Source: an optimization exercise on an open RTL-to-GDS flow (aim: small area). Production flows keep margins and buffers that such runs may drop.
Function was checked by simulation only, so behaviour that the tests miss may differ from the original.
Power and IR drop assume default switching activity.

--- flow/config.mk ---
export PLATFORM = sky130hd
export DESIGN_NAME = ahb_ic_wrap
export DESIGN_NICKNAME = ahb_ic_wrap
export VERILOG_FILES = /design/flow/design.v
export SDC_FILE = /design/flow/constraint.sdc
export NUM_CORES = 8
export LEC_CHECK = 0
export CAP_MARGIN = 20
export CORE_AREA = 10 10 690 690
export DIE_AREA = 0 0 700 700
export SLEW_MARGIN = 20
--- flow/constraint.sdc ---
create_clock -name core_clock -period 20.0 [get_ports {hclk}]
set_input_delay 4.0000 -clock core_clock [delete_from_list [all_inputs] [get_ports {hclk}]]
set_output_delay 4.0000 -clock core_clock [all_outputs]
set_load 0.01 [all_outputs]
--- flow/design.v ---
module ahb_ic (
  input  wire          hclk,
  input  wire          hresetn,
  input  wire [127:0]  hmaster_m,
  input  wire [7:0]    htrans_m,
  input  wire [127:0]  haddr_m,
  input  wire [11:0]   hsize_m,
  input  wire [127:0]  hwdata_m,
  input  wire [3:0]    hwrite_m,
  output reg  [127:0]  hrdata_m,
  output reg  [3:0]    hready_m,
  output reg  [3:0]    hresp_m,
  output reg  [2:0]    hsel_s,
  output reg  [50:0]   haddr_lo_s,     
  output reg  [95:0]   hmaster_s,
  output reg  [8:0]    hsize_s,
  output reg  [2:0]    hwrite_s,
  output reg  [95:0]   hwdata_s,
  input  wire [95:0]   hrdata_s,
  input  wire [2:0]    hready_s,
  input  wire [2:0]    hresp_s
);
  function automatic in_win(input integer s, input [31:0] a);
    case (s)
      0:       in_win = (a[31:16] == 16'h0000);
      1:       in_win = (a[31:17] == 15'h1000);
      default: in_win = (a[31:16] == 16'h4002);
    endcase
  endfunction
  reg  [11:0] lat;        
  reg  [11:0] dsel;       
  reg  [11:0] sel;        
  reg  [11:0] req;
  reg  [67:0] h_addr;     
  reg  [15:0] h_mid;      
  reg  [11:0] h_size;     
  reg  [3:0]  h_write;
  reg  [3:0]  any_lat;
  reg  [67:0]  e_addr;
  reg  [127:0] e_mid;
  reg  [11:0]  e_size;
  reg  [3:0]   e_write;
  integer s, m;
  reg hpm;
  always @* begin
    for (m = 0; m < 4; m = m + 1) begin
      any_lat[m] = 1'b0;
      if (m != 0)
        any_lat[m] = lat[m] | lat[4+m] | lat[8+m];
      hready_m[m] = ~any_lat[m];
      for (s = 0; s < 3; s = s + 1)
        if (dsel[s*4+m] & ~hready_s[s]) hready_m[m] = 1'b0;
      if (m != 0 && any_lat[m]) begin
        e_addr[m*17 +: 17] = h_addr[m*17 +: 17];
        e_mid[m*32 +: 32]  = {28'b0, h_mid[m*4 +: 4]};
        e_size[m*3 +: 3]   = h_size[m*3 +: 3];
        e_write[m]         = h_write[m];
      end
      else begin
        e_addr[m*17 +: 17] = haddr_m[m*32 +: 17];
        e_mid[m*32 +: 32]  = hmaster_m[m*32 +: 32];
        e_size[m*3 +: 3]   = hsize_m[m*3 +: 3];
        e_write[m]         = hwrite_m[m];
      end
    end
    for (s = 0; s < 3; s = s + 1) begin
      hpm = 1'b0;
      for (m = 0; m < 4; m = m + 1) begin
        if (m == 0)
          req[s*4+m] = in_win(s, haddr_m[m*32 +: 32]) & htrans_m[m*2+1];
        else
          req[s*4+m] = lat[s*4+m] | (in_win(s, haddr_m[m*32 +: 32]) & htrans_m[m*2+1] & hready_m[m]);
        sel[s*4+m] = req[s*4+m] & ~hpm & hready_s[s];
        hpm = hpm | sel[s*4+m];
      end
    end
    for (s = 0; s < 3; s = s + 1) begin
      hsel_s[s]               = 1'b0;
      haddr_lo_s[s*17 +: 17]  = 17'b0;
      hmaster_s[s*32 +: 32]   = 32'b0;
      hsize_s[s*3 +: 3]       = 3'b0;
      hwrite_s[s]             = 1'b0;
      hwdata_s[s*32 +: 32]    = 32'b0;
      for (m = 0; m < 4; m = m + 1) begin
        hsel_s[s]              = hsel_s[s]              | sel[s*4+m];
        haddr_lo_s[s*17 +: 17] = haddr_lo_s[s*17 +: 17] | ({17{sel[s*4+m]}} & e_addr[m*17 +: 17]);
        hmaster_s[s*32 +: 32]  = hmaster_s[s*32 +: 32]  | ({32{sel[s*4+m]}} & e_mid[m*32 +: 32]);
        hsize_s[s*3 +: 3]      = hsize_s[s*3 +: 3]      | ({3{sel[s*4+m]}}  & e_size[m*3 +: 3]);
        hwrite_s[s]            = hwrite_s[s]            | (sel[s*4+m] & e_write[m]);
        hwdata_s[s*32 +: 32]   = hwdata_s[s*32 +: 32]   | ({32{dsel[s*4+m]}} & hwdata_m[m*32 +: 32]);
      end
      if (s != 1) haddr_lo_s[s*17+16] = 1'b0;
    end
    for (m = 0; m < 4; m = m + 1) begin
      hrdata_m[m*32 +: 32] = 32'b0;
      hresp_m[m]           = 1'b0;
      for (s = 0; s < 3; s = s + 1) begin
        hrdata_m[m*32 +: 32] = hrdata_m[m*32 +: 32] | ({32{dsel[s*4+m]}} & hrdata_s[s*32 +: 32]);
        hresp_m[m]           = hresp_m[m] | (dsel[s*4+m] & hresp_s[s]);
      end
    end
  end
  integer rs, rm;
  always @(posedge hclk or negedge hresetn) begin
    if (hresetn == 1'b0) begin
      lat  <= 12'b0;
      dsel <= 12'b0;
    end
    else begin
      for (rs = 0; rs < 3; rs = rs + 1)
        for (rm = 0; rm < 4; rm = rm + 1) begin
          lat[rs*4+rm] <= (rm != 0) & req[rs*4+rm] & ~sel[rs*4+rm];
          dsel[rs*4+rm] <= sel[rs*4+rm] | (dsel[rs*4+rm] & ~hready_s[rs]);
        end
    end
  end
  always @(posedge hclk) begin
    for (rm = 1; rm < 4; rm = rm + 1)
      if (hready_m[rm]) begin
        h_addr[rm*17 +: 17] <= haddr_m[rm*32 +: 17];
        h_mid[rm*4 +: 4]    <= hmaster_m[rm*32 +: 4];
        h_size[rm*3 +: 3]   <= hsize_m[rm*3 +: 3];
        h_write[rm]         <= hwrite_m[rm];
      end
  end
endmodule
module transmonitor #(
  parameter [31:0] BASE  = 32'h2000_0000,
  parameter        ABITS = 17)
 (
  input   wire        hclk,
  input   wire        hresetn,
  input   wire [31:0] hmaster_m,
  input   wire        hsel_m,
  input   wire [16:0] haddr_lo_m,
  input   wire [2:0]  hsize_m,
  input   wire [31:0] hwdata_m,
  input   wire        hwrite_m,
  output  wire        hready_m,
  output  wire        hresp_m,
  output wire        hsel_s,
  output wire [31:0] haddr_s,
  output wire [31:0] hmaster_s,
  output wire [ 2:0] hsize_s,
  output wire [31:0] hwdata_s,
  output wire        hwrite_s,
  input  wire        hready_s,
  input  wire        hresp_s,
  input   wire [63:0] apumid,
  input   wire [63:0] apuaddr,
  input   wire [63:0] apumask,
  input   wire [63:0] apuperm,
  input   wire [63:0] dpumid,
  input   wire [63:0] dpuaddr,
  input   wire [63:0] dpudata,
  input   wire [63:0] dpumask,
  input   wire [63:0] dpuamask
);
  reg              hready_loc;
  reg              hresp_loc;
  reg [31:0]       hmaster_m_d;
  reg [ABITS-1:0]  haddr_m_d;
  reg [2:0]        hsize_m_d;
  wire dpu_check_d = ~hready_loc & ~hresp_loc;
  wire [31:0] haddr_full   = BASE | haddr_lo_m[ABITS-1:0];
  wire [31:0] haddr_full_d = BASE | haddr_m_d;
  assign hready_m = hready_s & hready_loc;
  assign hresp_m  = hresp_s  | hresp_loc;
  function automatic le32(input [31:0] x, input [31:0] b);
    integer k;
    reg e;
    begin
      e = 1'b1;
      for (k = 0; k < 32; k = k + 1)
        e = (~x[k] & b[k]) | (~x[k] & e) | (b[k] & e);
      le32 = e;
    end
  endfunction
  wire priv = ~|hmaster_m[31:1];
  reg  apu_hit;
  reg  dpu_hit;
  integer i;
  always @* begin
    apu_hit = 1'b0;
    for (i = 0; i < 2; i = i + 1)
      if ((apumid[i*32 +: 32] == hmaster_m) &&
          le32(haddr_full, apuaddr[i*32 +: 32] | apumask[i*32 +: 32]) &&
          le32(apuaddr[i*32 +: 32] & ~apumask[i*32 +: 32], haddr_full) &&
          (hwrite_m ? apuperm[i*32+1] : apuperm[i*32]))
        apu_hit = 1'b1;
    dpu_hit = 1'b0;
    for (i = 0; i < 2; i = i + 1)
      if ((dpumid[i*32 +: 32] == hmaster_m_d) &&
          ((hwdata_m & ~dpumask[i*32 +: 32]) == dpudata[i*32 +: 32]) &&
          le32(haddr_full_d, dpuaddr[i*32 +: 32] | dpuamask[i*32 +: 32]) &&
          le32(dpuaddr[i*32 +: 32] & ~dpuamask[i*32 +: 32], haddr_full_d))
        dpu_hit = 1'b1;
  end
  wire apu_err   = hsel_m & ~priv & ~apu_hit;
  wire dpu_check = hsel_m & ~priv & apu_hit & hwrite_m;
  wire pass      = hsel_m & (priv | (apu_hit & ~hwrite_m));
  wire dpu_err   = dpu_check_d & dpu_hit;
  wire dpu_pass  = dpu_check_d & ~dpu_hit;
  assign hsel_s    = pass | dpu_pass;
  assign haddr_s   = ({32{pass}} & haddr_full) | ({32{dpu_pass}} & haddr_full_d);
  assign hmaster_s = ({32{pass}} & hmaster_m)  | ({32{dpu_pass}} & hmaster_m_d);
  assign hsize_s   = ({3{pass}}  & hsize_m)    | ({3{dpu_pass}}  & hsize_m_d);
  assign hwrite_s  = (pass & hwrite_m) | dpu_pass;
  assign hwdata_s  = hwdata_m & {32{~apu_err & ~dpu_check & hready_m & ~hresp_m}};
  always @(posedge hclk or negedge hresetn) begin
    if (hresetn == 1'b0) begin
      hready_loc <= 1'b1;
      hresp_loc  <= 1'b0;
    end
    else if (apu_err | dpu_err) begin
      hready_loc <= 1'b0;
      hresp_loc  <= 1'b1;
    end
    else if (dpu_check) begin
      hready_loc <= 1'b0;
      hresp_loc  <= 1'b0;
    end
    else begin
      hready_loc <= 1'b1;
      hresp_loc  <= hresp_loc & ~hready_loc;
    end
  end
  always @(posedge hclk) begin
    hmaster_m_d <= hmaster_m;
    haddr_m_d   <= haddr_lo_m[ABITS-1:0];
    hsize_m_d   <= hsize_m;
  end
endmodule
module ahb_ic_wrap (
  input  wire           hclk,
  input  wire [127:0]   hmaster_m,
  input  wire [7:0]     htrans_m,
  input  wire [15:0]    hprot_m,
  input  wire [127:0]   haddr_m,
  input  wire [11:0]    hsize_m,
  input  wire [127:0]   hwdata_m,
  input  wire [3:0]     hwrite_m,
  output wire [127:0]   hrdata_m,
  output wire [3:0]     hready_m,
  output wire [3:0]     hresp_m,
  output wire [2:0]     hsel_s,
  output wire [95:0]    haddr_s,
  output wire [95:0]    hmaster_s,
  output wire [8:0]     hsize_s,
  output wire [2:0]     hwrite_s,
  output wire [95:0]    hwdata_s,
  input  wire [95:0]    hrdata_s,
  input  wire [2:0]     hready_s,
  input  wire [2:0]     hresp_s,
  input  wire [127:0]   apumid,
  input  wire [127:0]   apuaddr,
  input  wire [127:0]   apumask,
  input  wire [127:0]   apuperm,
  input  wire [127:0]   dpumid,
  input  wire [127:0]   dpuaddr,
  input  wire [127:0]   dpudata,
  input  wire [127:0]   dpumask,
  input  wire [127:0]   dpuamask,
  input  wire           hresetn
);
wire [2:0]   hsel_x;
wire [50:0]  haddr_lo_x;
wire [95:0]  hmaster_x;
wire [8:0]   hsize_x;
wire [2:0]   hwrite_x;
wire [95:0]  hwdata_x;
wire [2:0]   hready_x;
wire [2:0]   hresp_x;
ahb_ic u_ahb_ic_inst (
  .hclk       (hclk),
  .hresetn    (hresetn),
  .hmaster_m  (hmaster_m),
  .htrans_m   (htrans_m),
  .haddr_m    (haddr_m),
  .hsize_m    (hsize_m),
  .hwdata_m   (hwdata_m),
  .hwrite_m   (hwrite_m),
  .hrdata_m   (hrdata_m),
  .hready_m   (hready_m),
  .hresp_m    (hresp_m),
  .hsel_s     (hsel_x),
  .haddr_lo_s (haddr_lo_x),
  .hmaster_s  (hmaster_x),
  .hsize_s    (hsize_x),
  .hwrite_s   (hwrite_x),
  .hwdata_s   (hwdata_x),
  .hrdata_s   (hrdata_s),
  .hready_s   (hready_x),
  .hresp_s    (hresp_x)
);
assign hsel_s[0]          = hsel_x[0];
assign haddr_s[0 +: 32]   = {16'b0, haddr_lo_x[0 +: 16]};
assign hmaster_s[0 +: 32] = hmaster_x[0 +: 32];
assign hsize_s[0 +: 3]    = hsize_x[0 +: 3];
assign hwrite_s[0]        = hwrite_x[0];
assign hwdata_s[0 +: 32]  = hwdata_x[0 +: 32];
assign hready_x[0]        = hready_s[0];
assign hresp_x[0]         = hresp_s[0];
genvar s;
generate
  for (s = 1; s < 3; s = s + 1) begin : g_mon
    transmonitor #(
      .BASE  (s == 1 ? 32'h2000_0000 : 32'h4002_0000),
      .ABITS (s == 1 ? 17 : 16)
    ) u_transmonitor_inst (
      .hclk       (hclk),
      .hresetn    (hresetn),
      .hmaster_m  (hmaster_x[s*32 +: 32]),
      .hsel_m     (hsel_x[s]),
      .haddr_lo_m (haddr_lo_x[s*17 +: 17]),
      .hsize_m    (hsize_x[s*3 +: 3]),
      .hwdata_m   (hwdata_x[s*32 +: 32]),
      .hwrite_m   (hwrite_x[s]),
      .hready_m   (hready_x[s]),
      .hresp_m    (hresp_x[s]),
      .hsel_s     (hsel_s[s]),
      .haddr_s    (haddr_s[s*32 +: 32]),
      .hmaster_s  (hmaster_s[s*32 +: 32]),
      .hsize_s    (hsize_s[s*3 +: 3]),
      .hwdata_s   (hwdata_s[s*32 +: 32]),
      .hwrite_s   (hwrite_s[s]),
      .hready_s   (hready_s[s]),
      .hresp_s    (hresp_s[s]),
      .apumid     (apumid  [(s-1)*64 +: 64]),
      .apuaddr    (apuaddr [(s-1)*64 +: 64]),
      .apumask    (apumask [(s-1)*64 +: 64]),
      .apuperm    (apuperm [(s-1)*64 +: 64]),
      .dpumid     (dpumid  [(s-1)*64 +: 64]),
      .dpuaddr    (dpuaddr [(s-1)*64 +: 64]),
      .dpudata    (dpudata [(s-1)*64 +: 64]),
      .dpumask    (dpumask [(s-1)*64 +: 64]),
      .dpuamask   (dpuamask[(s-1)*64 +: 64])
    );
  end
endgenerate
endmodule
--- flow/run.sh ---
#!/bin/bash
# synth_recipe.tcl (not shown) runs the flow's synth.tcl, then flattens the netlist and writes it again
# the make line also repeats each setting of config.mk as NAME=value (left out here)
make -C /OpenROAD-flow-scripts/flow DESIGN_CONFIG=/design/flow/config.mk WORK_HOME=/design/flow/orfs CLKGATE_MAP_FILE= SYNTH_SCRIPT=/design/flow/synth_recipe.tcl finish
==> flow_summary.yaml, run 1 <==
run:
  cap_violations: 0
grt:
  grt_use_total_pct: 19.6
  grt_max_degree: 48
  grt-ovfl-total: 0
  antenna_found_initial: 339
  grt_pass1_wl_um: 606000
  grt_pass1_vias: 44500
logic_synthesis:
  synthesis.instances: 3951
  ys_seq_area_share_pct: 17.0
  synth.largest_area_cell: "edfxtp_1"
  synth.most_common_cell: "nor2_1"
  yosys.area.top_type_share_pct: 7.75
  syn_area_per_cell_um2: 7.35
  synth_seq_cells: 203
  synth_warnings: 3
  synth_flop_cell: "dfxtp_1"
  synth_area_leaders: "edfxtp_1 (7.8%), dfxtp_1 (7.1%), xnor2_1 (6.8%)"
  synth_edf_count: 75
  ys_async_sr_fraction_pct: 12.3
  synthTopCellsByCount: "nor2_1 (356), inv_1 (341), nand2_1 (276)"
  syn-cell-area_mm2: 0.0290
  ys_types: 103
sta:
  finalSetupViolCount: 0
  post-route-period-util_pct: 86.8
  fmax_mhz: 57.6
  clock_skew_ns: 0.0818
  rsz0062_at_grt: "no"
  min_period_ns: 17.36
  finalSetupTns_ns: 0
  slew_violations: 0
  slew_headroom_pct: 11.4
  finalHoldViolCount: 0
  tightest_slew_ns: 1.31
place:
  port_buffers: 1934
  dp.cells: 12000
  dp.final_hpwl_um: 459000
  placed_cell_area_mm2: 0.0578
  gp_congestion: 0.962
pwr:
  peakVddDrop_mv: 0.0587
  leakage_nw: 20.7
  pwr_density_cell_mw_per_mm2: 28.9
  power_mw: 1.72
worst_setup_path:
  crit_path_start: "hready_s[1]"
  end_kind: "primary output"
  start_kind: "input port"
  r2r.worst_path.cells: 19
  crit_path_frequent_cell: "buf_4"
  critPathMaxStageDelay_ns: 1.08
  crit_required_ns: 16.00
  worstSetupPathType: "input port to primary output"
  crit-reg2reg-launch: "u_ahb_ic_inst.lat[5]"
  path_cells: "clkdlybuf4s50_1 -> a21bo_2 -> nand4_1 -> clkinv_1 -> a41oi_2 -> buf_4 -> and4_2 -> buf_4 -> nand3_1 -> nand2_1 -> xor2_1 -> buf_4 -> or4_1 -> nor4_2 -> buf_4 -> nand4b_1 -> o32a_1 -> a21oi_4 -> buf_4 -> or2_2 -> clkdlybuf4s50_1"
  arrival_ns: 13.36
  cp_slowest_cell: "clkdlybuf4s50_1"
  worstPathMaxFanout: 15
clock_network:
  ctsResizeCount: 0
  holdBufCountCts: 0
  cts-htree-levels: 2
  cts_buffer_depth: 3
  cts_made_buffers: 34
  clock-root-buffer: "clkbuf_16"
  post_cts_buffers: 0
  clk_latency_ns: 0.68
  cts_tree: "built"
  numClockSinks: 203
  clk_pin_slew_ns: 0.06
outcome:
  status: "complete, no violations"
floorplanning:
  die_h_um: 700
  core-area_mm2: 0.460
  start_util_pct: 6.31
  rows: 249
  die-area_mm2: 0.490
  pin_count: 2119
  fp.dieW_um: 700
min_path:
  hold_depth: 1
  hold_start: "g_mon[1].u_transmonitor_inst.hready_loc"
  holdCritPathClass: "register to register"
cells_and_area:
  num-nets-final: 7605
  final_cell_area_mm2: 0.0596
  n_fill_cell: 53200
  area_delta_synth_final_pct: 105
  stdcell_count: 12300
  drive_above_1_share_pct: 9.50
drt:
  drc: 0
  via_per_inst: 3.78
  wl_um: 508000
  drt_first_pass_iters: 13
  drt-initial-drc-count: 6995
  final_antenna_net_count: 0
  wire_per_inst_um: 41.2
  vias: 46700
[registers in the layout, indices dropped and copies added (netlist names), named ones only]
register / count
g_mon.u_transmonitor_inst.hmaster_m_d: 64
u_ahb_ic_inst.h_addr: 51
g_mon.u_transmonitor_inst.haddr_m_d: 33
u_ahb_ic_inst.h_mid: 12
u_ahb_ic_inst.dsel: 11
u_ahb_ic_inst.h_size: 9
u_ahb_ic_inst.lat: 9
g_mon.u_transmonitor_inst.hsize_m_d: 6
u_ahb_ic_inst.h_write: 3
g_mon.u_transmonitor_inst.hready_loc: 2
g_mon.u_transmonitor_inst.hresp_loc: 2
[per-stage QoR]
stage | worst slack [ns] | hold WS, ns | util, %
2_1_floorplan | 7.31 | 0.483 | -
3_3_place_gp | 2.56 | 0.590 | 12.5
3_5_place_dp | 2.51 | 0.606 | 12.5
4_1_cts | 2.48 | 0.620 | 12.8
5_1_grt | 2.39 | 0.657 | 12.9
6_report | 2.64 | 0.604 | 12.9
[worst paths after layout]
path	end	slack, ns
max in group asynchronous	u_ahb_ic_inst.dsel[4]	15.95
min in group asynchronous	u_ahb_ic_inst.lat[6]	3.43
min reg2reg	g_mon[1].u_transmonitor_inst.hresp_loc	0.60
max	haddr_s[94]	2.64
max reg2reg	g_mon[1].u_transmonitor_inst.hready_loc	11.92
min	g_mon[1].u_transmonitor_inst.hresp_loc	0.60
[cell usage in the layout, fill, tap and decap left out, types with 21 or more instances in the layout]
| cell | synthesis | routed |
|---|---|---|
| a21oi_1 | 67 | 63 |
| a22o_1 | 134 | 134 |
| o221ai_1 | 52 | 43 |
| xnor2_1 | 226 | 225 |
| edfxtp_1 | 75 | 75 |
| nor2b_1 | 41 | 40 |
| and2_1 | 34 | 33 |
| nand4_1 | 82 | 82 |
| a221oi_2 | 1 | 33 |
| conb_1 | 1 | 44 |
| a211oi_1 | 23 | 21 |
| nor4_1 | 161 | 149 |
| inv_1 | 341 | 340 |
| nand2b_1 | 100 | 99 |
| a221o_1 | 23 | 23 |
| a32oi_1 | 26 | 26 |
| dfxtp_1 | 103 | 103 |
| clkdlybuf4s50_1 | 0 | 1931 |
| mux2i_1 | 73 | 71 |
| nor2_1 | 356 | 349 |
| buf_4 | 53 | 268 |
| nand3_1 | 69 | 68 |
| a221oi_1 | 111 | 74 |
| o21ai_0 | 118 | 116 |
| nor2_2 | 30 | 32 |
| xor2_1 | 147 | 146 |
| maj3_1 | 37 | 37 |
| a222oi_1 | 176 | 176 |
| a22oi_1 | 129 | 129 |
| a32o_1 | 36 | 36 |
| nand2_1 | 276 | 271 |
| clkbuf_16 | 0 | 35 |
| diode_2 | 0 | 247 |
| nor3_1 | 107 | 90 |
| o22ai_1 | 73 | 73 |
[per-layer routing]
layer	vias up	wire, um	global-route usage [%]
met1	22700	200000	23.2
met5	-	739	0
met3	860	54100	7.53
met4	112	24500	7.87
met2	3531	229000	31.6
li1	19500	-	-
[layout make-up]
type,instances,area [um^2],share of cell area [%]
sequential,203,4990,8.37
antenna,247,618,1.04
clock inverter,16,241,0.405
multi-input combinational,3139,22400,37.6
tap,6149,7690,12.9
timing repair buffer,2203,21400,35.9
clock buffer,45,953,1.60
inverter,344,1290,2.17
[cell families (layout without fill, tap and decap cells)]
| family | count (synthesis) | in the layout | share of synthesized area, % |
|---|---|---|---|
| AOI/OAI and AO/OA | 1220 | 1220 | 34.2 |
| xor gates and xnor gates | 373 | 373 | 11.2 |
| adders and majority gates | 37 | 37 | 1.28 |
| buffers and inverters | 652 | 2608 | 9.31 |
| DFF | 203 | 203 | 17.0 |
| muxes | 75 | 75 | 2.59 |
| other | 1 | 291 | 0.0129 |
| and+or+nand+nor | 1390 | 1390 | 24.4 |
[report_power, final]
part	internal (mW)	switching (mW)	total, mW
Sequential	0.437	0.00224	0.439
Combinational	0.333	0.252	0.585
Clock	0.393	0.307	0.700
[critical path, delay by kind of cell]
family / cells / cell delay [ns]
AND/OR/NAND/NOR: 8 / 3.27
XOR/XNOR: 1 / 0.23
AO/OA/AOI/OAI: 4 / 1.67
buffers and inverters: 8 / 4.03
==> inputs of run 2 (changes only) <==
==> flow/flow/run.sh (new file) <==
#!/bin/bash
# Own layout flow:
#  1. the standard synthesis (bash standard.sh synth);
#  2. its combinational logic re-mapped for area with Yosys/ABC (reabc.tcl, area.abc); every
#     register keeps its instance name and cell type;
#  3. the standard layout from there on, with 1x buffers (buf_1) on the ports.
# Each tool's output goes to a log of its own in the work folder.
set -euo pipefail
W=$(pwd)
R=$W/orfs/results/$FLOW_PLATFORM/ahb_ic_wrap/base
YOSYS=yosys
[[ -x $FLOW_HOME/../tools/install/yosys/bin/yosys ]] && YOSYS=$FLOW_HOME/../tools/install/yosys/bin/yosys

bash standard.sh synth > $W/1_synth_standard.log 2>&1

cp $R/1_2_yosys.v $W/1_2_yosys_standard.v
export REABC_LIB=$FLOW_HOME/platforms/$FLOW_PLATFORM/lib/sky130_fd_sc_hd__tt_025C_1v80.lib
export REABC_IN=$W/1_2_yosys_standard.v
export REABC_OUT=$W/1_2_yosys_reabc.v
export REABC_SCRIPT=$W/flow/area.abc
export REABC_STAT=$W/1_2_reabc_stat.txt
DONT_USE_CELLS="sky130_fd_sc_hd__probe_p_8 sky130_fd_sc_hd__probec_p_8 sky130_fd_sc_hd__lpflow_*" \
  $YOSYS -c $W/flow/reabc.tcl > $W/1_2_reabc.log 2>&1
cp $REABC_OUT $R/1_2_yosys.v

bash standard.sh "BUFFER_PORTS_ARGS=-buffer_cell sky130_fd_sc_hd__buf_1" finish > $W/2_finish.log 2>&1
==> flow/flow/area.abc (new file) <==
&get -n
&st
&syn2
&dch
&nf -R 1000
&st
&syn2
&dch
&nf -R 1000
&put
==> flow/flow/reabc.tcl (new file) <==
# Re-map the combinational logic of the standard synthesis for area. Registers (their instance
# names and cell types) are kept exactly as the standard synthesis made them.
yosys -import
set lib $::env(REABC_LIB)
read_liberty -ignore_miss_func $lib
read_verilog $::env(REABC_IN)
hierarchy -top $::env(FLOW_TOP)
setattr -mod -set keep_hierarchy 1 sky130_fd_sc_hd__df* sky130_fd_sc_hd__edf* sky130_fd_sc_hd__sdf* sky130_fd_sc_hd__dl*
flatten
opt_clean
set dont_use {}
foreach c $::env(DONT_USE_CELLS) { lappend dont_use -dont_use $c }
abc -script $::env(REABC_SCRIPT) -liberty $lib {*}$dont_use
setundef -zero
splitnets
opt_clean -purge
hilomap -singleton -hicell sky130_fd_sc_hd__conb_1 HI -locell sky130_fd_sc_hd__conb_1 LO
insbuf -buf sky130_fd_sc_hd__buf_4 A X
# left out here: clean up, hide names made inside functions
tee -o $::env(REABC_STAT) stat -liberty $lib
select -module $::env(FLOW_TOP)
write_verilog -noattr -nohex -nodec -selected $::env(REABC_OUT)
==> flow/standard.sh (new file) <==
#!/bin/bash
# synth_recipe.tcl (not shown) runs the flow's synth.tcl, then flattens the netlist and writes it again
# the make line also repeats each setting of config.mk as NAME=value (left out here)
make -C /OpenROAD-flow-scripts/flow DESIGN_CONFIG=/design/flow/config.mk WORK_HOME=/design/flow/orfs CLKGATE_MAP_FILE= SYNTH_SCRIPT=/design/flow/synth_recipe.tcl "${@:-finish}"
removed: flow/run.sh
==> flow_summary.yaml, run 2 <==
sta:
  min_period_ns: 17.42
  whs_ns: 0.587
  finalSetupViolCount: 0
  finalSetupTns_ns: 0
  slew_violations: 0
  slew_headroom_pct: 15.2
  rsz0062_at_grt: "no"
  fmax_mhz: 57.4
  finalHoldViolCount: 0
  clock_skew_ns: 0.0458
  post-route-period-util_pct: 87.1
  finalWorstSetupSlack_ns: 2.58
  tightest_slew_ns: 1.27
cells_and_area:
  top_regs: "g_mon.u_transmonitor_inst.hmaster_m_d x64, u_ahb_ic_inst.h_addr x51, g_mon.u_transmonitor_inst.haddr_m_d x33"
  final_cell_mix: "buf_1 (1845), nand2_1 (447), nor2_1 (377), clkinv_1 (337), buf_4 (298)"
  n_fill_cell: 54400
  final_common_cell: "buf_1"
  area_delta_synth_final_pct: 78.9
  post-route-util_pct: 10.2
  num-nets-final: 7604
  stdcell_count: 12300
  largest_register_ffs: 64
  drive_above_1_share_pct: 10.1
  final_cell_area_mm2: 0.0470
  regMostFlops: "g_mon.u_transmonitor_inst.hmaster_m_d"
worst_setup_path:
  end_kind: "primary output"
  critPathMaxStageDelay_ns: 0.77
  crit_required_ns: 16.00
  arrival_ns: 13.42
  crit-reg2reg-launch: "g_mon[1].u_transmonitor_inst.hready_loc"
  r2r-end: "g_mon[1].u_transmonitor_inst.hready_loc"
  start_kind: "input port"
  worstPathMaxFanout: 34
  cp_slowest_cell: "a21oi_4"
  r2r_setup_slack_ns: 11.25
  crit_path_frequent_cell: "buf_4"
  worstSetupPathType: "input port to primary output"
  r2r.worst_path.cells: 26
drt:
  drc: 0
  drt_first_pass_iters: 13
  via_per_inst: 3.80
  vias: 46800
  drt-initial-drc-count: 7410
  wire_per_inst_um: 40.4
  final_antenna_net_count: 0
  wl_um: 497000
logic_synthesis:
  syn_area_per_cell_um2: 7.14
  syn-cell-area_mm2: 0.0263
  synthesis.instances: 3684
  synth_warnings: 3
pwr:
  p_seq_share_pct: 27.6
  leakage_nw: 14.3
  peakVddDrop_mv: 0.0591
  clockPowerShare_pct: 49.8
  power_switching_uw: 573
  p_sw_share_pct: 36.0
  p_comb_share_pct: 22.6
  power_mw: 1.59
  intPower_mw: 1.02
  pwr_density_cell_mw_per_mm2: 33.8
outcome:
  status: "complete, no violations"
clock_network:
  cts_tree: "built"
  cts-htree-levels: 2
  holdBufCountCts: 0
  ctsResizeCount: 0
  numClockSinks: 203
  cts_made_buffers: 39
  clock-root-buffer: "clkbuf_16"
  clk_latency_ns: 0.70
  clk_pin_slew_ns: 0.05
  cts_buffer_depth: 3
  post_cts_buffers: 0
min_path:
  holdCritPathClass: "register to register"
  hold_depth: 1
  holdPathEnd: "g_mon[2].u_transmonitor_inst.hresp_loc"
  hold_start: "g_mon[2].u_transmonitor_inst.hready_loc"
place:
  placed_cell_area_mm2: 0.0452
  dp.final_hpwl_um: 446000
  dp.cells: 12000
  gp_congestion: 1.02
  post-place-ws_ns: 2.34
  port_buffers: 1934
grt:
  grt_pass1_vias: 43900
  antenna_found_initial: 244
  grt_use_total_pct: 19.1
  grt_max_degree: 58
  grt_pass1_wl_um: 590000
  grt-ovfl-total: 0
floorplanning:
  fp.dieW_um: 700
  core-area_mm2: 0.460
  rows: 249
  die_h_um: 700
  pin_count: 2119
  die-area_mm2: 0.490
  start_util_pct: 5.71
run:
  cap_violations: 0
[run 2: how the worst max path moves through the flow]
| stage | startpoint | end | slack [ns] |
|---|---|---|---|
| 2_1_floorplan | haddr_m[26] | haddr_s[94] | 4.47 |
| 3_5_place_dp | hready_s[1] | hwdata_s[49] | 2.34 |
| 3_3_place_gp | hready_s[1] | hwdata_s[48] | 1.91 |
| 4_1_cts | hready_s[1] | hwdata_s[49] | 2.31 |
| 5_1_grt | hready_s[1] | hwdata_s[49] | 1.96 |
| 6_report | hready_s[1] | hwdata_s[43] | 2.58 |
[run 2: layout make-up]
cell class,count,area (um^2),area share (%)
timing repair buffer,2203,10300,21.8
sequential,203,4990,10.6
antenna,198,495,1.05
clock inverter,25,320,0.681
clock buffer,47,1060,2.25
multi-input combinational,3141,21000,44.6
inverter,336,1260,2.68
tap,6149,7690,16.4
[run 2: critical path, delay by kind of cell]
kind / cells / cell delay [ns]
AND/OR/NAND/NOR: 15 / 4.60
buffers and inverters: 10 / 2.55
AO/OA/AOI/OAI: 5 / 1.76
[run 2: layer usage]
layer	part of all wire, %	vias to the layer above	wire (um)	GRT usage (%)
met2	46	3690	228000	31.4
li1	-	19400	-	-
met3	10	789	49800	6.89
met4	5.8	98	28800	9.18
met1	38	22800	190000	21.9
met5	0.13	-	668	0
[run 2: power groups by stage]
stage	clock (mW)	combinational (mW)	sequential [mW]
after global routing	0.840	0.386	0.439
after global placement	0	0.348	0.447
final	0.792	0.360	0.439
after CTS	0.836	0.353	0.439
after floorplan	0	0.103	0.447
after detailed placement	0	0.350	0.447
==> inputs of run 3 (changes only) <==
--- a/flow/flow/run.sh
+++ b/flow/flow/run.sh
@@ -3,7 +3,8 @@
 #  1. the standard synthesis (bash standard.sh synth);
 #  2. its combinational logic re-mapped for area with Yosys/ABC (reabc.tcl, area.abc); every
 #     register keeps its instance name and cell type;
-#  3. the standard layout from there on, with 1x buffers (buf_1) on the ports.
+#  3. the standard layout from there on, with 1x buffers (buf_1) on the ports and pins one
+#     routing track apart (so the die can be small).
 # Each tool's output goes to a log of its own in the work folder.
 set -euo pipefail
 W=$(pwd)
@@ -23,4 +24,5 @@
   $YOSYS -c $W/flow/reabc.tcl > $W/1_2_reabc.log 2>&1
 cp $REABC_OUT $R/1_2_yosys.v
 
-bash standard.sh "BUFFER_PORTS_ARGS=-buffer_cell sky130_fd_sc_hd__buf_1" finish > $W/2_finish.log 2>&1
+bash standard.sh "BUFFER_PORTS_ARGS=-buffer_cell sky130_fd_sc_hd__buf_1" \
+  "PLACE_PINS_ARGS=-min_distance 1 -min_distance_in_tracks" finish > $W/2_finish.log 2>&1
--- a/flow/config.mk
+++ b/flow/config.mk
@@ -6,6 +6,6 @@
 export NUM_CORES = 8
 export LEC_CHECK = 0
 export CAP_MARGIN = 20
-export CORE_AREA = 10 10 690 690
-export DIE_AREA = 0 0 700 700
+export CORE_AREA = 10 10 390 390
+export DIE_AREA = 0 0 400 400
 export SLEW_MARGIN = 20
==> flow_summary.yaml, run 3 <==
grt:
  grt_pass1_wl_um: 428000
  grt-ovfl-total: 12
  grt_pass1_vias: 46200
  grt_max_degree: 65
  grt_use_total_pct: 39.4
logic_synthesis:
  syn_area_per_cell_um2: 7.14
  syn-cell-area_mm2: 0.0263
  synthesis.instances: 3684
  synth_warnings: 3
outcome:
  status: "stopped before the end"
  error: "[ERROR GRT-0116] Global routing finished with congestion. Check the congestion regions in the DRC Viewer."
  lastStage: "5_1_grt"
floorplanning:
  rows: 139
  pin_count: 2119
  start_util_pct: 18.3
  die_h_um: 400
  fp.dieW_um: 400
clock_network:
  cts-htree-levels: 2
  post_cts_buffers: 0
  holdBufCountCts: 0
  cts_made_buffers: 34
  ctsResizeCount: 0
  clock-root-buffer: "clkbuf_16"
  cts_buffer_depth: 3
place:
  gp_congestion: 1.14
  port_buffers: 1934
  placed_cell_area_mm2: 0.0374
  dp.final_hpwl_um: 263000
run 3: how the worst max path moves through the flow:
stage	slack [ns]	to	cells after the start	startpoint
after CTS	3.24	hwdata_s[37]	28	hready_s[0]
after detailed placement	3.28	hwdata_s[37]	28	hready_s[0]
after floorplan	4.47	haddr_s[94]	20	haddr_m[26]
after global placement	3.35	hwdata_s[37]	28	hready_s[0]
run 3: metal layers:
metal,GRT overflow,GRT usage [%]
met1,0,41.7
met2,5,56.5
met3,0,20.1
met4,7,35.2
met5,0,6.35
run 3: power by group through the flow:
stage	logic (mW)	clock network [mW]	registers (mW)
floorplan	0.103	0	0.447
global placement	0.300	0	0.447
detailed placement	0.304	0	0.447
CTS	0.306	0.651	0.439
run 3: stage by stage:
step	setup slack, ns	utilization [%]	cells
3_5_place_dp	3.28	26.1	7692
4_1_cts	3.24	26.9	7753
2_1_floorplan	4.47	-	3727
3_3_place_gp	3.35	26.1	7692
==> inputs of run 4 (changes only) <==
--- a/flow/config.mk
+++ b/flow/config.mk
@@ -7,5 +7,6 @@
 export LEC_CHECK = 0
 export CAP_MARGIN = 20
 export CORE_AREA = 10 10 390 390
+export CTS_BUF_LIST = sky130_fd_sc_hd__clkbuf_4
 export DIE_AREA = 0 0 400 400
 export SLEW_MARGIN = 20
==> flow_summary.yaml, run 4 <==
outcome:
  status: "stopped before the end"
  lastStage: "5_1_grt"
  error: "[ERROR GRT-0116] Global routing finished with congestion. Check the congestion regions in the DRC Viewer."
floorplanning:
  pin_count: 2119
  fp.dieW_um: 400
  die_h_um: 400
  start_util_pct: 18.3
  rows: 139
place:
  post-place-ws_ns: 3.28
  port_buffers: 1934
  gp_congestion: 1.14
  dp.final_hpwl_um: 263000
clock_network:
  cts_buffer_depth: 3
  cts_made_buffers: 73
  clock-root-buffer: "clkbuf_4"
  holdBufCountCts: 0
  cts-htree-levels: 3
  ctsResizeCount: 0
  post_cts_buffers: 0
logic_synthesis:
  syn_area_per_cell_um2: 7.14
  synthesis.instances: 3684
  synth_warnings: 3
  syn-cell-area_mm2: 0.0263
grt:
  grt_pass1_wl_um: 427000
  grt_use_total_pct: 39.5
  grt_pass1_vias: 46400
  grt-ovfl-total: 11
  grt_max_degree: 65
-- run 4: metrics by stage --
step | utilization [%] | hold slack [ns] | area (um^2) | instances | power [mW]
4_1_cts | 26.7 | 0.543 | 38400 | 7821 | 1.27
3_5_place_dp | 26.1 | 0.535 | 37400 | 7692 | 0.751
3_3_place_gp | 26.1 | 0.519 | 37400 | 7692 | 0.747
2_1_floorplan | - | 0.492 | 26500 | 3727 | 0.550
-- run 4: power by group through the flow --
stage	Sequential [mW]	Clock (mW)	Combinational (mW)
floorplan	0.447	0	0.103
global placement	0.447	0	0.300
detailed placement	0.447	0	0.304
CTS	0.439	0.522	0.306
-- run 4: per-layer routing --
metal / GRT overflow / GRT usage [%]
met3: 0 / 20.5
met4: 1 / 37.3
met1: 0 / 41.3
met2: 10 / 55.8
met5: 0 / 6.08
-- run 4: how the worst min path moves through the flow --
stage | startpoint | to | cells after the start
after global placement | g_mon[1].u_transmonitor_inst.hready_loc | g_mon[1].u_transmonitor_inst.hready_loc | 2
after detailed placement | g_mon[1].u_transmonitor_inst.hready_loc | g_mon[1].u_transmonitor_inst.hready_loc | 2
after floorplan | g_mon[2].u_transmonitor_inst.hready_loc | g_mon[2].u_transmonitor_inst.hresp_loc | 1
after CTS | g_mon[1].u_transmonitor_inst.hready_loc | g_mon[1].u_transmonitor_inst.hready_loc | 2
==> inputs of run 5 (changes only) <==
--- a/flow/flow/run.sh
+++ b/flow/flow/run.sh
@@ -4,7 +4,8 @@
 #  2. its combinational logic re-mapped for area with Yosys/ABC (reabc.tcl, area.abc); every
 #     register keeps its instance name and cell type;
 #  3. the standard layout from there on, with 1x buffers (buf_1) on the ports and pins one
-#     routing track apart (so the die can be small).
+#     routing track apart (so the die can be small), and no wider-spaced routing rule on the
+#     clock net, whose pin has other pins one track away.
 # Each tool's output goes to a log of its own in the work folder.
 set -euo pipefail
 W=$(pwd)
@@ -25,4 +26,5 @@
 cp $REABC_OUT $R/1_2_yosys.v
 
 bash standard.sh "BUFFER_PORTS_ARGS=-buffer_cell sky130_fd_sc_hd__buf_1" \
-  "PLACE_PINS_ARGS=-min_distance 1 -min_distance_in_tracks" finish > $W/2_finish.log 2>&1
+  "PLACE_PINS_ARGS=-min_distance 1 -min_distance_in_tracks" \
+  "CTS_ARGS=-sink_clustering_enable -repair_clock_nets -buf_list sky130_fd_sc_hd__clkbuf_4 -apply_ndr none" finish > $W/2_finish.log 2>&1
==> flow/flow/area.abc (replaced) <==
&get -n
&st
&syn2
&dch
&nf -R 1000
&put
mfs2 -W 4
&get -n
&st
&syn2
&dch
&nf -R 1000
&st
&syn2
&dch
&nf -R 1000
&put
--- a/flow/config.mk
+++ b/flow/config.mk
@@ -6,7 +6,7 @@
 export NUM_CORES = 8
 export LEC_CHECK = 0
 export CAP_MARGIN = 20
-export CORE_AREA = 10 10 390 390
+export CORE_AREA = 10 10 470 470
 export CTS_BUF_LIST = sky130_fd_sc_hd__clkbuf_4
-export DIE_AREA = 0 0 400 400
+export DIE_AREA = 0 0 480 480
 export SLEW_MARGIN = 20
==> flow_summary.yaml, run 5 <==
clock_network:
  cts_made_buffers: 69
  holdBufCountCts: 0
  clk_pin_slew_ns: 0.06
  clk_latency_ns: 1.03
  cts_buffer_depth: 3
  post_cts_buffers: 0
  clock-root-buffer: "clkbuf_4"
  numClockSinks: 203
  ctsResizeCount: 0
  cts_tree: "built"
  cts-htree-levels: 3
sta:
  finalHoldViolCount: 0
  rsz0062_at_grt: "no"
  clock_skew_ns: 0.111
  finalSetupTns_ns: 0
  min_period_ns: 16.49
  finalSetupViolCount: 0
  post-route-period-util_pct: 82.4
  finalWorstSetupSlack_ns: 3.51
  slew_headroom_pct: 13.1
  slew_violations: 0
  tightest_slew_ns: 1.29
  fmax_mhz: 60.6
  whs_ns: 0.565
floorplanning:
  rows: 168
  die_h_um: 480
  fp.dieW_um: 480
  start_util_pct: 12.2
  die-area_mm2: 0.230
  pin_count: 2119
  core-area_mm2: 0.210
cells_and_area:
  final_cell_mix: "buf_1 (1933), nand2_1 (404), clkinv_1 (373), nor2_1 (358), o21ai_0 (309)"
  final_common_cell: "buf_1"
  regMostFlops: "g_mon.u_transmonitor_inst.hmaster_m_d"
  multi_input_area_mm2: 0.0196
  area_delta_synth_final_pct: 54.3
  top_regs: "g_mon.u_transmonitor_inst.hmaster_m_d x64, u_ahb_ic_inst.h_addr x51, g_mon.u_transmonitor_inst.haddr_m_d x33"
  ff_latch_area_mm2: 0.00499
  drive_above_1_share_pct: 6.70
  post-route-util_pct: 18.9
  largest_register_ffs: 64
  n_fill_cell: 24600
  stdcell_count: 8836
  num-nets-final: 7450
grt:
  grt_pass1_wl_um: 397000
  grt_max_degree: 55
  antenna_found_initial: 206
  grt_pass1_vias: 42900
  grt_use_total_pct: 25.0
  grt-ovfl-total: 0
worst_setup_path:
  worstSetupPathType: "input port to primary output"
  r2r_setup_slack_ns: 11.71
  end_kind: "primary output"
  crit_path_frequent_cell: "buf_4"
  crit_required_ns: 16.00
  r2r-end: "g_mon[1].u_transmonitor_inst.hready_loc"
  start_kind: "input port"
  worstPathMaxFanout: 32
  crit-reg2reg-launch: "g_mon[2].u_transmonitor_inst.hready_loc"
  arrival_ns: 12.49
  r2r.worst_path.cells: 26
  worst_path_dominant_cell_family: "simple AND/OR/NAND/NOR gates"
  critPathBufInv: 6
  cp_slowest_cell: "o221a_1"
  critPathMaxStageDelay_ns: 0.65
drt:
  vias: 45500
  final_antenna_net_count: 0
  drc: 0
  wire_per_inst_um: 35.5
  via_per_inst: 5.15
  wl_um: 313000
  drt_first_pass_iters: 14
  drt-initial-drc-count: 7723
logic_synthesis:
  synthesis.instances: 3571
  syn-cell-area_mm2: 0.0257
  syn_area_per_cell_um2: 7.18
  synth_warnings: 3
place:
  post-place-ws_ns: 3.51
  port_buffers: 1934
  dp.cells: 8501
  gp_congestion: 1.11
  dp.final_hpwl_um: 267000
min_path:
  hold_start: "g_mon[1].u_transmonitor_inst.hready_loc"
  hold_depth: 1
  holdCritPathClass: "register to register"
  holdPathEnd: "g_mon[1].u_transmonitor_inst.hresp_loc"
pwr:
  pwr_density_cell_mw_per_mm2: 31.6
  peakVddDrop_mv: 0.0392
  leakage_nw: 12.7
run:
  cap_violations: 0
outcome:
  status: "complete, no violations"
-- run 5: where the power goes --
part,internal [mW],switching [mW]
clock network,0.238,0.254
registers,0.436,0.00199
logic,0.122,0.197
-- run 5: cell type report --
class / count / share of cell area (%)
sequential: 203 / 12.6
clock buffer: 98 / 1.86
tap: 2805 / 8.87
clock inverter: 21 / 0.313
inverter: 363 / 3.44
antenna: 213 / 1.35
multi-input combinational: 3001 / 49.5
timing repair buffer: 2132 / 22.1
-- run 5: worst max path at each step --
stage / from / to / cells past startpoint
2_1_floorplan: haddr_m[22] / haddr_s[94] / 25
3_3_place_gp: hready_s[2] / hwdata_s[61] / 30
3_5_place_dp: hready_s[2] / hwdata_s[47] / 30
4_1_cts: hready_s[2] / hwdata_s[34] / 30
5_1_grt: hready_s[2] / hwdata_s[47] / 30
6_report: hready_s[2] / hwdata_s[34] / 30
-- run 5: metal layers --
| layer | global-route usage, % | up-vias | wire [um] |
|---|---|---|---|
| li1 | - | 18800 | - |
| met1 | 26.8 | 21100 | 106000 |
| met2 | 39.3 | 4266 | 138000 |
| met3 | 8.18 | 1286 | 34400 |
| met4 | 21.9 | 36 | 34200 |
| met5 | 1.39 | - | 334 |
-- run 5: stage by stage --
stage          power (mW)  area [um^2]
2_1_floorplan       0.549        25800
3_3_place_gp        0.753        38200
3_5_place_dp        0.755        38200
4_1_cts              1.26        39000
5_1_grt              1.31        39400
6_report             1.25        39600
==> inputs of run 6 (changes only) <==
==> flow/flow/run.sh (replaced) <==
#!/bin/bash
# Own layout flow:
#  1. the standard synthesis (bash standard.sh synth);
#  2. its combinational logic re-mapped for area with Yosys/ABC (reabc.tcl), once per script in
#     abc/, keeping the smallest result; every register keeps its instance name and cell type;
#  3. the standard layout from there on, with 1x buffers (buf_1) on the ports and pins one
#     routing track apart (so the die can be small), and no wider-spaced routing rule on the
#     clock net, whose pin has other pins one track away; clock tree sinks clustered by 10 and
#     no dummy loads.
# Each tool's output goes to a log of its own in the work folder.
set -euo pipefail
W=$(pwd)
R=$W/orfs/results/$FLOW_PLATFORM/ahb_ic_wrap/base
YOSYS=yosys
[[ -x $FLOW_HOME/../tools/install/yosys/bin/yosys ]] && YOSYS=$FLOW_HOME/../tools/install/yosys/bin/yosys

bash standard.sh synth > $W/1_synth_standard.log 2>&1

cp $R/1_2_yosys.v $W/1_2_yosys_standard.v
export REABC_LIB=$FLOW_HOME/platforms/$FLOW_PLATFORM/lib/sky130_fd_sc_hd__tt_025C_1v80.lib
export REABC_IN=$W/1_2_yosys_standard.v
# one re-mapping per ABC script in flow/abc, in parallel; the smallest is kept
for s in $W/flow/abc/*.abc; do
  n=$(basename $s .abc)
  REABC_SCRIPT=$s REABC_OUT=$W/1_2_reabc_$n.v REABC_STAT=$W/1_2_reabc_$n.stat \
  DONT_USE_CELLS="sky130_fd_sc_hd__probe_p_8 sky130_fd_sc_hd__probec_p_8 sky130_fd_sc_hd__lpflow_*" \
    $YOSYS -c $W/flow/reabc.tcl > $W/1_2_reabc_$n.log 2>&1 &
done
wait
best=""; best_area=""
for s in $W/flow/abc/*.abc; do
  n=$(basename $s .abc)
  a=$(awk '/Chip area for top module/ {print $NF}' $W/1_2_reabc_$n.stat 2>/dev/null || true)
  [[ -n "$a" && -s $W/1_2_reabc_$n.v ]] || continue
  echo "$n $a" >> $W/1_2_reabc_areas.txt
  if [[ -z "$best" ]] || awk -v a=$a -v b=$best_area 'BEGIN {exit !(a < b)}'; then best=$n; best_area=$a; fi
done
[[ -n "$best" ]]
echo "kept $best $best_area" >> $W/1_2_reabc_areas.txt
cp $W/1_2_reabc_$best.v $R/1_2_yosys.v

bash standard.sh "BUFFER_PORTS_ARGS=-buffer_cell sky130_fd_sc_hd__buf_1" \
  "PLACE_PINS_ARGS=-min_distance 1 -min_distance_in_tracks" \
  "CTS_ARGS=-sink_clustering_enable -repair_clock_nets -buf_list sky130_fd_sc_hd__clkbuf_4 -apply_ndr none -sink_clustering_size 10 -sink_clustering_max_diameter 60 -dont_use_dummy_load" finish > $W/2_finish.log 2>&1
==> flow/flow/abc/s1.abc (new file) <==
&get -n
&st
&syn2
&dch
&nf -R 1000
&st
&syn2
&dch
&nf -R 1000
&put
==> flow/flow/abc/s2.abc (new file) <==
&get -n
&st
&syn2
&dch
&nf -R 1000
&st
&syn2
&dch
&nf -R 1000
&st
&syn2
&dch
&nf -R 1000
&st
&syn2
&dch
&nf -R 1000
&put
==> flow/flow/abc/s3.abc (new file) <==
&get -n
&st
&syn2
&dch
&nf -R 1000
&put
mfs2 -W 4
&get -n
&st
&syn2
&dch
&nf -R 1000
&st
&syn2
&dch
&nf -R 1000
&put
==> flow/flow/abc/s4.abc (new file) <==
&get -n
&st
&syn2
&dch
&nf -R 1000
&put
mfs2 -W 6 -M 5000
&get -n
&st
&syn2
&dch
&nf -R 1000
&st
&syn2
&dch
&nf -R 1000
&put
==> flow/flow/abc/s5.abc (new file) <==
&get -n
&st
&syn2
&dch
&nf -R 1000
&put
mfs2 -W 10 -M 10000
&get -n
&st
&syn2
&dch
&nf -R 1000
&st
&syn2
&dch
&nf -R 1000
&put
==> flow/flow/abc/s6.abc (new file) <==
&get -n
&st
&syn2
&synch2
&dch
&nf -R 1000
&st
&syn2
&synch2
&dch
&nf -R 1000
&st
&syn2
&synch2
&dch
&nf -R 1000
&put
--- a/flow/config.mk
+++ b/flow/config.mk
@@ -7,6 +7,5 @@
 export LEC_CHECK = 0
 export CAP_MARGIN = 20
 export CORE_AREA = 10 10 470 470
-export CTS_BUF_LIST = sky130_fd_sc_hd__clkbuf_4
 export DIE_AREA = 0 0 480 480
 export SLEW_MARGIN = 20
removed: flow/flow/area.abc
==> flow_summary.yaml, run 6 <==
pwr:
  pwr_density_cell_mw_per_mm2: 26.8
  peakVddDrop_mv: 0.0441
  leakage_nw: 12.2
  clockPowerShare_pct: 27.6
  p_seq_share_pct: 42.3
  intPower_uw: 647
  power_switching_uw: 389
  p_sw_share_pct: 37.5
  p_comb_share_pct: 30.1
min_path:
  hold_start: "g_mon[1].u_transmonitor_inst.hready_loc"
  hold_depth: 2
  holdCritPathClass: "register to register"
  holdPathEnd: "g_mon[1].u_transmonitor_inst.hready_loc"
sta:
  min_period_ns: 16.92
  fmax_mhz: 59.1
  rsz0062_at_grt: "no"
  slew_headroom_pct: 8.22
  post-route-period-util_pct: 84.6
  clock_skew_ns: 0.141
  finalHoldViolCount: 0
  finalSetupTns_ns: 0
  tightest_slew_ns: 1.36
  finalWorstSetupSlack_ns: 3.08
  finalSetupViolCount: 0
  slew_violations: 0
worst_setup_path:
  crit-reg2reg-launch: "g_mon[2].u_transmonitor_inst.hready_loc"
  arrival_ns: 12.92
  r2r_setup_slack_ns: 11.62
  end_kind: "primary output"
  start_kind: "input port"
  r2r.worst_path.cells: 20
  worstPathMaxFanout: 33
  r2r-end: "g_mon[1].u_transmonitor_inst.hready_loc"
  crit_required_ns: 16.00
  worstSetupPathType: "input port to primary output"
place:
  dp.cells: 8440
  post-place-ws_ns: 2.77
  dp.final_hpwl_um: 269000
  placed_cell_area_mm2: 0.0378
  gp_congestion: 1.09
  port_buffers: 1934
drt:
  drc: 0
  final_antenna_net_count: 0
  drt_first_pass_iters: 12
  drt-initial-drc-count: 7299
  wire_per_inst_um: 36.0
  via_per_inst: 5.10
  vias: 44500
  wl_um: 314000
run:
  cap_violations: 0
cells_and_area:
  regMostFlops: "g_mon.u_transmonitor_inst.hmaster_m_d"
  ff_latch_area_mm2: 0.00498
  multi_input_area_mm2: 0.0193
  stdcell_count: 8724
  num-nets-final: 7358
  final_common_cell: "buf_1"
  final_cell_mix: "buf_1 (1933), nor2_1 (437), clkinv_1 (371), nand2_1 (306), a222oi_1 (278)"
  area_delta_synth_final_pct: 52.5
  final_cell_area_mm2: 0.0387
  drive_above_1_share_pct: 5.57
  n_fill_cell: 24800
  top_regs: "g_mon.u_transmonitor_inst.hmaster_m_d x64, u_ahb_ic_inst.h_addr x51, g_mon.u_transmonitor_inst.haddr_m_d x33"
  largest_register_ffs: 64
grt:
  grt_pass1_wl_um: 397000
  antenna_found_initial: 305
  grt_pass1_vias: 42000
  grt_max_degree: 60
  grt_util_met3_pct: 9.10
  grtUsageMet1_pct: 26.4
  grt-ovfl-total: 0
  grt_use_total_pct: 25.0
  met2_usage_pct: 38.3
  grt_busiest_layer: "met2"
floorplanning:
  die-area_mm2: 0.230
  pin_count: 2119
  start_util_pct: 12.1
  fp.dieW_um: 480
  core-area_mm2: 0.210
  die_h_um: 480
  rows: 168
logic_synthesis:
  syn_area_per_cell_um2: 7.19
  syn-cell-area_mm2: 0.0254
  synthesis.instances: 3532
  synth_warnings: 3
clock_network:
  clock-root-buffer: "clkbuf_4"
  ctsResizeCount: 0
  clk_pin_slew_ns: 0.07
  clk_latency_ns: 0.94
  post_cts_buffers: 0
  numClockSinks: 203
  holdBufCountCts: 0
  cts_tree: "built"
  cts_made_buffers: 40
  cts_buffer_depth: 3
  cts-htree-levels: 2
outcome:
  status: "complete, no violations"
[run 6: final cells by class]
| type | instances | area share, % |
|---|---|---|
| inverters | 371 | 3.60 |
| multi-input cells | 2954 | 50.0 |
| diodes | 243 | 1.57 |
| repair buffers | 2108 | 22.2 |
| clock buffers | 40 | 0.776 |
| well taps | 2805 | 9.07 |
| flip-flops and latches | 203 | 12.9 |
[run 6: worst max-delay path by stage]
stage	slack, ns	cells past startpoint	from	endpoint
5_1_grt	2.41	24	hready_s[1]	hwdata_s[54]
4_1_cts	2.76	24	hready_s[1]	hwdata_s[54]
3_5_place_dp	2.77	24	hready_s[1]	hwdata_s[54]
3_3_place_gp	2.86	24	hready_s[1]	hwdata_s[54]
2_1_floorplan	3.28	19	haddr_m[22]	haddr_s[94]
6_report	3.08	23	hready_s[1]	hwdata_s[54]
[run 6: critical path, cell delays in order]
cell	delay (ns)
buf_1	0.15
nand2_1	0.37
nand2_1	0.23
and4_2	0.23
buf_4	0.45
nand4_1	0.50
nor2_1	0.39
o21ai_4	0.09
nor2_4	0.47
buf_4	0.47
a221oi_4	0.12
buf_4	0.24
a222oi_1	0.67
nand4_1	0.33
nor4_1	0.45
nand2_1	0.09
nor4_1	0.53
a32oi_1	0.37
nand2b_1	0.57
and2_2	0.63
or3_2	0.89
nor2_1	0.32
buf_1	0.21
[run 6: per-stage QoR]
step           util, %  hold WS (ns)  power [mW]
6_report          18.4         0.562        1.04
4_1_cts           18.1         0.564        1.04
5_1_grt           18.4         0.616        1.09
3_3_place_gp      18.0         0.547       0.749
3_5_place_dp      18.0         0.558       0.750
2_1_floorplan        -         0.513       0.547
[run 6: power by group through the flow]
stage	sequential, mW	combinational [mW]	clock [mW]
floorplan	0.447	0.101	0
global placement	0.447	0.302	0
detailed placement	0.447	0.302	0
CTS	0.438	0.304	0.298
global route	0.439	0.338	0.309
finish	0.438	0.312	0.286
[run 6: layer usage]
metal | wire length (um) | share of wire, %
met4 | 34700 | 11
met3 | 35000 | 11
met2 | 136000 | 43
met5 | 667 | 0.21
met1 | 107000 | 34
==> inputs of run 7 (changes only) <==
--- a/flow/flow/run.sh
+++ b/flow/flow/run.sh
@@ -5,7 +5,7 @@
 #     abc/, keeping the smallest result; every register keeps its instance name and cell type;
 #  3. the standard layout from there on, with 1x buffers (buf_1) on the ports and pins one
 #     routing track apart (so the die can be small), and no wider-spaced routing rule on the
-#     clock net, whose pin has other pins one track away; clock tree sinks clustered by 10 and
+#     clock net, whose pin has other pins one track away; clock tree sinks clustered by 8 and
 #     no dummy loads.
 # Each tool's output goes to a log of its own in the work folder.
 set -euo pipefail
@@ -41,4 +41,4 @@
 
 bash standard.sh "BUFFER_PORTS_ARGS=-buffer_cell sky130_fd_sc_hd__buf_1" \
   "PLACE_PINS_ARGS=-min_distance 1 -min_distance_in_tracks" \
-  "CTS_ARGS=-sink_clustering_enable -repair_clock_nets -buf_list sky130_fd_sc_hd__clkbuf_4 -apply_ndr none -sink_clustering_size 10 -sink_clustering_max_diameter 60 -dont_use_dummy_load" finish > $W/2_finish.log 2>&1
+  "CTS_ARGS=-sink_clustering_enable -repair_clock_nets -buf_list sky130_fd_sc_hd__clkbuf_4 -apply_ndr none -sink_clustering_size 8 -sink_clustering_max_diameter 50 -dont_use_dummy_load" finish > $W/2_finish.log 2>&1
==> flow_summary.yaml, run 7 <==
logic_synthesis:
  synthesis.instances: 3532
  syn_area_per_cell_um2: 7.19
  syn-cell-area_mm2: 0.0254
  synth_warnings: 3
floorplanning:
  die_h_um: 480
  start_util_pct: 12.1
  core-area_mm2: 0.210
  pin_count: 2119
  rows: 168
  fp.dieW_um: 480
  die-area_mm2: 0.230
cells_and_area:
  regMostFlops: "g_mon.u_transmonitor_inst.hmaster_m_d"
  final_cell_mix: "buf_1 (1933), nor2_1 (437), clkinv_1 (371), nand2_1 (306), a222oi_1 (278)"
  final_common_cell: "buf_1"
  num-nets-final: 7363
  area_delta_synth_final_pct: 52.7
  drive_above_1_share_pct: 5.63
  top_regs: "g_mon.u_transmonitor_inst.hmaster_m_d x64, u_ahb_ic_inst.h_addr x51, g_mon.u_transmonitor_inst.haddr_m_d x33"
  largest_register_ffs: 64
sta:
  fmax_mhz: 58.7
  slew_violations: 0
  rsz0062_at_grt: "no"
  finalSetupViolCount: 0
  tightest_slew_ns: 1.26
  finalSetupTns_ns: 0
  finalWorstSetupSlack_ns: 2.96
  slew_headroom_pct: 15.2
  clock_skew_ns: 0.202
  post-route-period-util_pct: 85.2
  finalHoldViolCount: 0
  min_period_ns: 17.04
drt:
  final_antenna_net_count: 0
  via_per_inst: 5.13
  wl_um: 313000
  vias: 44700
  wire_per_inst_um: 35.9
  drc: 0
  drt_first_pass_iters: 19
  drt-initial-drc-count: 7270
clock_network:
  clk_pin_slew_ns: 0.08
  post_cts_buffers: 0
  cts_buffer_depth: 3
  ctsResizeCount: 0
  clk_latency_ns: 0.99
  holdBufCountCts: 0
  cts-htree-levels: 2
  clock-root-buffer: "clkbuf_4"
  cts_made_buffers: 45
  numClockSinks: 203
  cts_tree: "built"
pwr:
  pwr_density_cell_mw_per_mm2: 27.0
  leakage_nw: 12.2
  peakVddDrop_mv: 0.0346
min_path:
  hold_depth: 2
  holdCritPathClass: "register to register"
  holdPathEnd: "g_mon[1].u_transmonitor_inst.hready_loc"
  hold_start: "g_mon[1].u_transmonitor_inst.hready_loc"
place:
  post-place-ws_ns: 2.77
  dp.final_hpwl_um: 269000
  port_buffers: 1934
  gp_congestion: 1.09
worst_setup_path:
  critPathMaxStageDelay_ns: 0.87
  cp_slowest_cell: "or3_2"
  end_kind: "primary output"
  worstSetupPathType: "input port to primary output"
  start_kind: "input port"
  path_cells: "buf_1 -> nand2_1 -> nand2_1 -> and4_2 -> buf_4 -> nand4_1 -> nor2_1 -> o21ai_4 -> nor2_4 -> buf_4 -> a221oi_4 -> buf_4 -> a222oi_1 -> nand4_1 -> nor4_1 -> nand2_1 -> nor4_1 -> a32oi_1 -> nand2b_1 -> and2_2 -> or3_2 -> nor2_1 -> buf_1"
  r2r_setup_slack_ns: 11.48
  r2r.worst_path.cells: 20
  crit-reg2reg-launch: "g_mon[2].u_transmonitor_inst.hready_loc"
  crit_required_ns: 16.00
  arrival_ns: 13.04
  r2r-end: "g_mon[1].u_transmonitor_inst.hready_loc"
  worstPathMaxFanout: 33
run:
  cap_violations: 0
grt:
  grt_use_total_pct: 24.9
  grt_max_degree: 60
  grt_pass1_wl_um: 396000
  antenna_found_initial: 294
  grt-ovfl-total: 0
  grt_pass1_vias: 42100
outcome:
  status: "complete, no violations"
==> run 7: cell types whose count changed in the layout (fill, tap and decap cells not counted) <==
cell and change:
clkbuf_4 +5, diode_2 -2, a21boi_1 +1, a21boi_2 -1, buf_12 -1, buf_16 +1
==> run 7: final cells by class <==
class                      count  area (um^2)
multi-input combinational   2954        19300
tap                         2805         3510
inverter                     371         1390
fill                       24800       171000
timing repair buffer        2108         8580
sequential                   203         4980
antenna                      241          603
clock buffer                  45          338
==> run 7: through the flow <==
| step | area (um^2) | total power, mW | hold slack, ns | util [%] | instances |
|---|---|---|---|---|---|
| 2_1_floorplan | 25500 | 0.547 | 0.513 | - | 3575 |
| 3_3_place_gp | 37800 | 0.749 | 0.547 | 18.0 | 8439 |
| 3_5_place_dp | 37800 | 0.750 | 0.558 | 18.0 | 8440 |
| 4_1_cts | 38100 | 1.05 | 0.565 | 18.1 | 8485 |
| 5_1_grt | 38600 | 1.10 | 0.617 | 18.4 | 8666 |
| 6_report | 38800 | 1.04 | 0.563 | 18.5 | 8727 |
==> run 7: worst max-delay path: cells and delay by family <==
kind            cells  cell delay, ns
simple gates       14            6.03
buf+inv             5            1.57
compound gates      4            1.22
==> run 7: routing by layer <==
layer  global-route usage, %  part of all wire [%]
met5                    1.74                  0.23
met4                    23.9                    11
met1                    26.4                    34
met2                    38.0                    43
met3                    8.93                    11
==> run 7: worst max-delay path by stage <==
stage / startpoint / to / slack, ns
final: hready_s[1] / hwdata_s[37] / 2.96
after CTS: hready_s[1] / hwdata_s[54] / 2.76
after floorplan: haddr_m[22] / haddr_s[94] / 3.28
after global routing: hready_s[1] / hwdata_s[54] / 2.41
after detailed placement: hready_s[1] / hwdata_s[54] / 2.77
after global placement: hready_s[1] / hwdata_s[54] / 2.86
==> run 7: power breakdown <==
part           internal [mW]  leakage, nW  switching [mW]  total (mW)
Combinational          0.120         10.1           0.191       0.312
Sequential             0.436         1.94         0.00206       0.438
Clock                  0.101        0.209           0.193       0.295
==> inputs of run 8 (changes only) <==
==> flow/flow/abc/s7.abc (new file) <==
&get -n
&st
&syn2
&dch
&nf -R 1000
&put
mfs2 -W 6 -M 5000
&get -n
&st
&syn2
&dch
&nf -R 1000
&put
mfs2 -W 6 -M 5000
&get -n
&st
&syn2
&dch
&nf -R 1000
&st
&syn2
&dch
&nf -R 1000
&put
==> flow_summary.yaml, run 8 <==
cells_and_area:
  final_cell_mix: "buf_1 (1933), nor2_1 (442), clkinv_1 (377), nand2_1 (347), o21ai_0 (306)"
  drive_above_1_share_pct: 5.71
  num-nets-final: 7404
  final_cell_area_mm2: 0.0387
  regMostFlops: "g_mon.u_transmonitor_inst.hmaster_m_d"
  top_regs: "g_mon.u_transmonitor_inst.hmaster_m_d x64, u_ahb_ic_inst.h_addr x51, g_mon.u_transmonitor_inst.haddr_m_d x33"
  final_common_cell: "buf_1"
  largest_register_ffs: 64
  area_delta_synth_final_pct: 52.9
  stdcell_count: 8742
  post-route-util_pct: 18.4
drt:
  via_per_inst: 5.14
  drt-initial-drc-count: 7441
  drt_first_pass_iters: 15
  drc: 0
  final_antenna_net_count: 0
  wire_per_inst_um: 36.3
  wl_um: 318000
  vias: 45000
clock_network:
  numClockSinks: 203
  clk_latency_ns: 0.96
  ctsResizeCount: 0
  cts_tree: "built"
  cts-htree-levels: 2
  cts_made_buffers: 51
  cts_buffer_depth: 3
  clock-root-buffer: "clkbuf_4"
  post_cts_buffers: 0
  holdBufCountCts: 0
  clk_pin_slew_ns: 0.05
place:
  gp_congestion: 1.09
  placed_cell_area_mm2: 0.0377
  post-place-ws_ns: 3.35
  dp.cells: 8473
  port_buffers: 1934
  dp.final_hpwl_um: 270000
sta:
  rsz0062_at_grt: "no"
  whs_ns: 0.533
  finalSetupTns_ns: 0
  finalWorstSetupSlack_ns: 3.33
  slew_headroom_pct: 4.22
  clock_skew_ns: 0.222
  slew_violations: 0
  post-route-period-util_pct: 83.4
  finalHoldViolCount: 0
  fmax_mhz: 60.0
  min_period_ns: 16.67
  tightest_slew_ns: 1.44
  finalSetupViolCount: 0
worst_setup_path:
  r2r.worst_path.cells: 20
  end_kind: "primary output"
  crit_required_ns: 16.00
  arrival_ns: 12.67
  start_kind: "input port"
  worstSetupPathType: "input port to primary output"
  worstPathMaxFanout: 29
logic_synthesis:
  synthesis.instances: 3561
  synth_warnings: 3
  syn_area_per_cell_um2: 7.10
  syn-cell-area_mm2: 0.0253
grt:
  grt_pass1_vias: 42500
  antenna_found_initial: 249
  grt_pass1_wl_um: 402000
  grt_max_degree: 68
  grt-ovfl-total: 0
  grt_use_total_pct: 25.3
min_path:
  hold_depth: 2
  holdCritPathClass: "register to register"
floorplanning:
  die_h_um: 480
  pin_count: 2119
  rows: 168
  core-area_mm2: 0.210
  die-area_mm2: 0.230
  start_util_pct: 12.0
  fp.dieW_um: 480
pwr:
  leakage_nw: 12.3
  pwr_density_cell_mw_per_mm2: 27.6
  peakVddDrop_mv: 0.0349
  power_mw: 1.07
outcome:
  status: "complete, no violations"
run:
  cap_violations: 0
-- run 8: report_power, final --
group,internal (mW),switching [mW],total (mW)
logic,0.120,0.191,0.310
clock network,0.114,0.203,0.317
registers,0.436,0.00195,0.438
-- run 8: path summary, 6_finish.rpt --
kind                                                               from                                 endpoint  slack [ns]
worst max-delay path                                        haddr_m[31]                            hmaster_s[45]        3.33
worst min-delay path                              u_ahb_ic_inst.dsel[9]                    u_ahb_ic_inst.dsel[9]        0.53
worst max register to register  g_mon[2].u_transmonitor_inst.hready_loc  g_mon[1].u_transmonitor_inst.hready_loc       11.69
worst min register to register                    u_ahb_ic_inst.dsel[9]                    u_ahb_ic_inst.dsel[9]        0.53
max in group asynchronous                                       hresetn   g_mon[1].u_transmonitor_inst.hresp_loc       16.03
min in group asynchronous                                       hresetn                     u_ahb_ic_inst.lat[2]        3.17
-- run 8: area by class of cell --
cell class	count	area, um^2
tap	2805	3510
clock buffer	51	383
sequential	203	4960
antenna	215	538
fill	24700	171000
multi-input combinational	2976	19200
timing repair buffer	2114	8660
inverter	378	1420
-- run 8: critical path: stages --
cell and delay [ns]:
buf_1 0.09, nor4_1 0.40, nand4bb_1 0.34, nor3_1 1.02
a21oi_1 0.52, and2_0 0.40, and3_1 0.25, buf_4 0.27
a222oi_1 0.54, a21boi_2 0.84, xnor2_1 0.17, nor4_2 1.00
o2111ai_1 0.22, a21oi_1 0.21, a32o_1 0.42, nor2b_2 0.71
nor2_4 0.08, buf_4 0.28, o21ai_0 0.48, buf_1 0.31
-- run 8: metal layers --
layer	vias up	share of wire, %	global-route usage, %
met5	-	0.15	0.186
met4	74	10	21.9
met3	1252	10	7.83
met2	3827	44	39.2
met1	21200	35	28.0
li1	18600	-	-

Check on run 8: ideal ports give 3.325 ns setup slack; a clkbuf_16 on the clock port and buf_2 on the inputs give 3.261 ns; moving port delays by the midpoint clock arrival (0.927 ns) as well gives 3.261 ns.
